This design comes from an exercise in tuning for small area on the open sky130 flow, not from production work.
In this exercise RTL edits were held to simulation tests only and were not proved equivalent to the original.
No activity file was given, so power comes from the tool's default toggle rates.

Setup of run F:
==> flow/design.v (excerpt) <==
module top_flyinglogo(clk, rst, hsync, vsync, vga_r, vga_g, vga_b, buzzer_out, button, rom_addr, rom_data);
Size: about 850 cells after synthesis, about 100 flip-flops, ~5700 um2 of cells after synthesis.
==> module buzzer, before the edit <==
module buzzer(
input clk,
input rst,
input up,
input down,
output buzzer_out
    );
    reg [1:0]  song;
    reg [11:0] tune;       
    reg        fin;        
    reg [8:0]  slot;       
    reg        match;      
    reg [8:0]  cnt;        
    reg        wave;
    function [8:0] pre_match;
        input [3:0] n;
        begin
            case (n)
            4'd0: pre_match = 9'h001;   
            4'd1: pre_match = 9'h1c4;   
            4'd3: pre_match = 9'h064;   
            4'd5: pre_match = 9'h01d;   
            4'd6: pre_match = 9'h138;   
            4'd7: pre_match = 9'h1d7;   
            4'd8: pre_match = 9'h1d2;   
            4'd9: pre_match = 9'h0bb;   
            4'd10: pre_match = 9'h014;   
            4'd11: pre_match = 9'h154;   
            4'd12: pre_match = 9'h05a;   
            4'd13: pre_match = 9'h16e;   
            4'd14: pre_match = 9'h083;   
            4'd15: pre_match = 9'h174;   
            default: pre_match = 9'h001;
            endcase
        end
    endfunction
    wire [4:0] raw;
    song_table table0(.a({song, tune[8:0]}), .q(raw));
    wire       in_song   = (tune[11:9] == 3'd0) & ~fin;
    wire       next_cont = in_song & raw[4];
    wire       slot_end  = (slot == 9'h0c4);
    wire       fin_flip  = fin & (tune[8:0] == 9'd399) & (slot == 9'h0df);
    wire       flip      = match | (slot_end & ~fin & ~next_cont) | fin_flip;
    always @(posedge clk)
    begin
        if (~rst) begin
            song <= 2'd0;
            tune <= 12'd0;
            fin  <= 1'b0;
            slot <= 9'h001;
        end
        else begin
            if (up | down) begin
                song <= up ? song - 2'd1 : song + 2'd1;
                tune <= 12'd0;
                fin  <= 1'b0;
                slot <= 9'h001;
            end
            else if (fin_flip) begin
                tune <= 12'd0;
                slot <= 9'h001;
            end
            else if (slot_end) begin
                slot <= 9'h001;
                if (tune[11]) begin
                    fin  <= 1'b1;
                    tune <= 12'd0;
                end
                else
                    tune <= tune + 12'd1;
            end
            else
                slot <= {slot[7:0], slot[8] ^ slot[4]};
        end
    end
    always @(posedge clk)
        match <= ~flip & in_song & (cnt == pre_match(raw[3:0]));
    always @(posedge clk)
    begin
        if (~rst) begin
            wave <= 1'b0;
            cnt  <= 9'h126;
        end
        else begin
            if (flip) begin
                wave <= ~wave;
                cnt  <= 9'h04d;
            end
            else
                cnt <= {cnt[7:0], cnt[8] ^ cnt[4] ^ ((cnt[7:0] == 8'd0) & cnt[8])};
        end
    end
    assign buzzer_out = wave;
endmodule
==> module top_flyinglogo, before the edit <==
module top_flyinglogo(clk, rst, hsync, vsync, vga_r, vga_g, vga_b, buzzer_out, button, rom_addr, rom_data);
   input           clk;
   input           rst;
   input [1:0]     button;
   output          hsync;
   output          vsync;
   output [3:0]    vga_r;
   output [3:0]    vga_g;
   output [3:0]    vga_b;
   output [16:0]   rom_addr;
   input  [11:0]   rom_data;
   output          buzzer_out;
   reg             rst_n;      
   wire            go_up, go_down;
   wire [9:0]      h_cnt;
   wire [10:0]     line_base;
   wire            line_odd;
   always @(posedge clk)
      rst_n <= ~rst;
   toPosedge btnUp(clk, rst_n, button[1], go_up);
   toPosedge btnDown(clk, rst_n, button[0], go_down);
   buzzer Buzzer(clk, rst, go_up, go_down, buzzer_out);
   vga_640x480 u2(.pclk(clk), .reset(rst_n), .hsync(hsync), .vsync(vsync),
                  .h_cnt(h_cnt), .line_base(line_base), .line_odd(line_odd));
   logo_rom u1(.h_cnt(h_cnt), .line_base(line_base), .rom_addr(rom_addr));
   reg             up_d, down_d;
   reg  [1:0]      focus_d;    
   reg  [6:0]      tick_cnt;   
   reg  [3:0]      grey;       
   reg             darking;
   wire            tick     = (h_cnt == 10'd110) || (h_cnt == 10'd310) ||
                              (h_cnt == 10'd510) || (h_cnt == 10'd710);
   wire            fade_end = tick && (tick_cnt == 7'h01);
   always @(posedge clk) begin
      up_d   <= go_up & ~rst_n;
      down_d <= go_down & ~rst_n;
      if (rst_n)
         focus_d <= 2'd0;
      else if (up_d)
         focus_d <= focus_d - 2'd1;
      else if (down_d)
         focus_d <= focus_d + 2'd1;
      if (rst_n || (tick && tick_cnt == 7'h70))
         tick_cnt <= 7'h01;
      else if (tick)
         tick_cnt <= {tick_cnt[5:0], tick_cnt[6] ^ tick_cnt[5]};
      if (rst_n) begin
         grey    <= 4'd14;
         darking <= 1'b0;
      end
      else if (fade_end) begin
         grey    <= darking ? grey - 4'd1 : grey + 4'd1;
         if ((darking && grey == 4'd1) || (!darking && grey == 4'd14))
            darking <= ~darking;
      end
   end
   wire row_vis = (line_base == 11'd2041 && line_odd) || (line_base == 11'd2046) ||
                  (line_base < 11'd1192) || (line_base == 11'd1193 && !line_odd);
   wire visible = (h_cnt >= 10'd254) && (h_cnt < 10'd894) && row_vis;
   wire band1   = (line_base == 11'd2046) || (line_base < 11'd396);
   wire band2   = (line_base >= 11'd396) && (line_base < 11'd796);
   wire band3   = (line_base >= 11'd796) && (line_base < 11'd1956);
   wire in_band = (band1 && focus_d == 2'd1) || (band2 && focus_d == 2'd2) ||
                  (band3 && focus_d == 2'd3);
   wire grey_on = in_band && (rom_data != 12'd0);
   wire [11:0] pix = grey_on ? {grey, grey, grey} : rom_data;
   wire [11:0] vga_data = visible ? pix : 12'd0;
   assign vga_r = vga_data[11:8];
   assign vga_g = vga_data[7:4];
   assign vga_b = vga_data[3:0];
endmodule
==> flow/config.mk <==
export PLATFORM = sky130hd
export DESIGN_NAME = top_flyinglogo
export DESIGN_NICKNAME = top_flyinglogo
export VERILOG_FILES = /design/flow/design.v
export SDC_FILE = /design/flow/constraint.sdc
export NUM_CORES = 4
export LEC_CHECK = 0
export CAP_MARGIN = 20
export CORE_MARGIN = 2
export CORE_UTILIZATION = 65
export CTS_BUF_LIST = sky130_fd_sc_hd__clkbuf_8
export SLEW_MARGIN = 20
export SYNTH_MEMORY_MAX_BITS = 65536
==> flow/constraint.sdc <==
create_clock -name core_clock -period 10.0 [get_ports {clk}]
set_input_delay 2.0000 -clock core_clock [delete_from_list [all_inputs] [get_ports {clk}]]
set_output_delay 2.0000 -clock core_clock [all_outputs]
set_load 0.01 [all_outputs]
standard.sh (not shown) runs the stock make flow with config.mk's settings and CLKGATE_MAP_FILE= SYNTH_SCRIPT=/design/flow/synth_recipe.tcl, a recipe that flattens the netlist after the stock synthesis.
==> flow/flow/run.sh <==
#!/bin/bash
# Own layout flow: the standard ORFS flow (standard.sh), with these changes:
#  * synthesis maps logic with an area-oriented ABC script (flow/area.abc) in
#    place of ORFS's speed script, and leaves adders to ABC instead of mapping
#    them to half/full-adder cells (ADDER_MAP_FILE empty). Everything else in
#    synthesis is the standard flow's own: synth_recipe.tcl is sourced unchanged and only
#    the abc call's -script argument is redirected;
#  * ports are buffered with sky130_fd_sc_hd__buf_1;
#  * clock tree synthesis uses clkbuf_8 and inserts no dummy loads.
# The make output (all tools) goes to flow_make.log in the work folder; ORFS
# keeps each step's log under orfs/logs/.
set -euo pipefail
W=$(pwd)
export AREA_ABC_SCRIPT="$W/flow/area.abc"
{
  echo 'proc abc {args} {'
  echo '  set i [lsearch -exact $args -script]'
  echo '  if {$i >= 0} { lset args [expr {$i + 1}] $::env(AREA_ABC_SCRIPT) }'
  echo '  yosys abc {*}$args'
  echo '}'
  cat "$W/synth_recipe.tcl"
} > "$W/area_synth.tcl"
EXTRA="SYNTH_SCRIPT=$W/area_synth.tcl ADDER_MAP_FILE= BUFFER_PORTS_ARGS='-buffer_cell sky130_fd_sc_hd__buf_1'"
EXTRA="$EXTRA CTS_ARGS='-sink_clustering_enable -repair_clock_nets -buf_list sky130_fd_sc_hd__clkbuf_8 -dont_use_dummy_load'"
sed -e "s#SYNTH_SCRIPT=[^ ]*#$EXTRA#" "$W/standard.sh" > "$W/area_standard.sh"
bash "$W/area_standard.sh" > "$W/flow_make.log" 2>&1
test -f "$W/out/final.def"
==> flow/flow/area.abc <==
strash
dc2
dch -f
if -K 4 -a
mfs2
strash
dc2
dch -f
amap
mfs2
strash
dch -f
amap
topo
diff inputs: run F => run Z
diff --git a/flow/design.v b/flow/design.v
--- a/flow/design.v
+++ b/flow/design.v
@@ -36,10 +36,11 @@
         end
     endfunction
     wire [4:0] raw;
     song_table table0(.a({song, tune[8:0]}), .q(raw));
     wire       in_song   = (tune[11:9] == 3'd0) & ~fin;
+    wire [3:0] note      = in_song ? raw[3:0] : 4'd0;
     wire       next_cont = in_song & raw[4];
     wire       slot_end  = (slot == 9'h0c4);
     wire       fin_flip  = fin & (tune[8:0] == 9'd399) & (slot == 9'h0df);
     wire       flip      = match | (slot_end & ~fin & ~next_cont) | fin_flip;
     always @(posedge clk)
@@ -73,11 +74,11 @@
             else
                 slot <= {slot[7:0], slot[8] ^ slot[4]};
         end
     end
     always @(posedge clk)
-        match <= ~flip & in_song & (cnt == pre_match(raw[3:0]));
+        match <= ~flip & (cnt == pre_match(note));
     always @(posedge clk)
     begin
         if (~rst) begin
             wave <= 1'b0;
             cnt  <= 9'h126;
@@ -1063,29 +1064,31 @@
    vga_640x480 u2(.pclk(clk), .reset(rst_n), .hsync(hsync), .vsync(vsync),
                   .h_cnt(h_cnt), .line_base(line_base), .line_odd(line_odd));
    logo_rom u1(.h_cnt(h_cnt), .line_base(line_base), .rom_addr(rom_addr));
    reg             up_d, down_d;
    reg  [1:0]      focus_d;    
-   reg  [6:0]      tick_cnt;   
+   reg  [6:0]      line_cnt;   
    reg  [3:0]      grey;       
    reg             darking;
-   wire            tick     = (h_cnt == 10'd110) || (h_cnt == 10'd310) ||
-                              (h_cnt == 10'd510) || (h_cnt == 10'd710);
-   wire            fade_end = tick && (tick_cnt == 7'h01);
+   wire            line_end = (h_cnt == 10'd909);
+   wire            fade_end = (line_cnt == 7'h01 && h_cnt == 10'd110) ||
+                              (line_cnt == 7'h0b && h_cnt == 10'd310) ||
+                              (line_cnt == 7'h44 && h_cnt == 10'd510) ||
+                              (line_cnt == 7'h69 && h_cnt == 10'd710);
    always @(posedge clk) begin
       up_d   <= go_up & ~rst_n;
       down_d <= go_down & ~rst_n;
       if (rst_n)
          focus_d <= 2'd0;
       else if (up_d)
          focus_d <= focus_d - 2'd1;
       else if (down_d)
          focus_d <= focus_d + 2'd1;
-      if (rst_n || (tick && tick_cnt == 7'h70))
-         tick_cnt <= 7'h01;
-      else if (tick)
-         tick_cnt <= {tick_cnt[5:0], tick_cnt[6] ^ tick_cnt[5]};
+      if (rst_n || (line_end && line_cnt == 7'h70))
+         line_cnt <= 7'h01;
+      else if (line_end)
+         line_cnt <= {line_cnt[5:0], line_cnt[6] ^ line_cnt[5]};
       if (rst_n) begin
          grey    <= 4'd14;
          darking <= 1'b0;
       end
       else if (fade_end) begin
--- outcome ---
In run Z relative to run F, number of non-clock inverters in the layout had gone down slightly.
| worst hold slack | run F vs run Z | ≈ equal |
[compare] base=run F new=run Z: max capacitance violation total comparable, wire length of the first global-routing pass now larger, part of the total power dissipated in combinational logic now smaller, sequential portion of the cell area now smaller, met2 routed wirelength now larger.
Run F has lower met2 routing resource usage after global routing than run Z.
Run F was smaller in final cell area than run Z.
Compare run F and run Z | global-route total usage across every layer higher: run Z
Compared with run F, maximum operating frequency in run Z decreased by a few percent.
Share of power burned in registers, run F and run Z: higher on run Z
Overall power after layout on run Z is down relative to run F.
Run Z does worse than run F on final critical-path required period.

==> what the ideal ports hide <==
The results above use ideal ports. As a check the final layouts listed here were re-extracted and re-timed, cells and wires unchanged. Step 1 (the two cells are an assumption about what drives the block):
set clk [get_ports {clk}]
set_driving_cell -lib_cell sky130_fd_sc_hd__clkbuf_16 $clk
set_driving_cell -lib_cell sky130_fd_sc_hd__buf_2 [delete_from_list [all_inputs] $clk]
Step 2 moves the port delays by t, midway between the first and last clock arrival at a register: inputs arrive t later, outputs are due t later. That takes back most of the time a late clock gives input paths. Slacks: ideal / step 1 / step 2; pairs: ideal / step 1.
run | shift t [ns] | setup WS [ns] | worst hold slack (ns) | slew at the worst register clock pin (ns)
run F | 0.389 | 3.152 / 3.152 / 3.152 | 0.430 / 0.430 / 0.430 | 0.12 / 0.12
run Z | 0.390 | 2.969 / 2.969 / 2.969 | 0.430 / 0.430 / 0.430 | 0.11 / 0.11
After both steps every run listed still meets setup and hold.
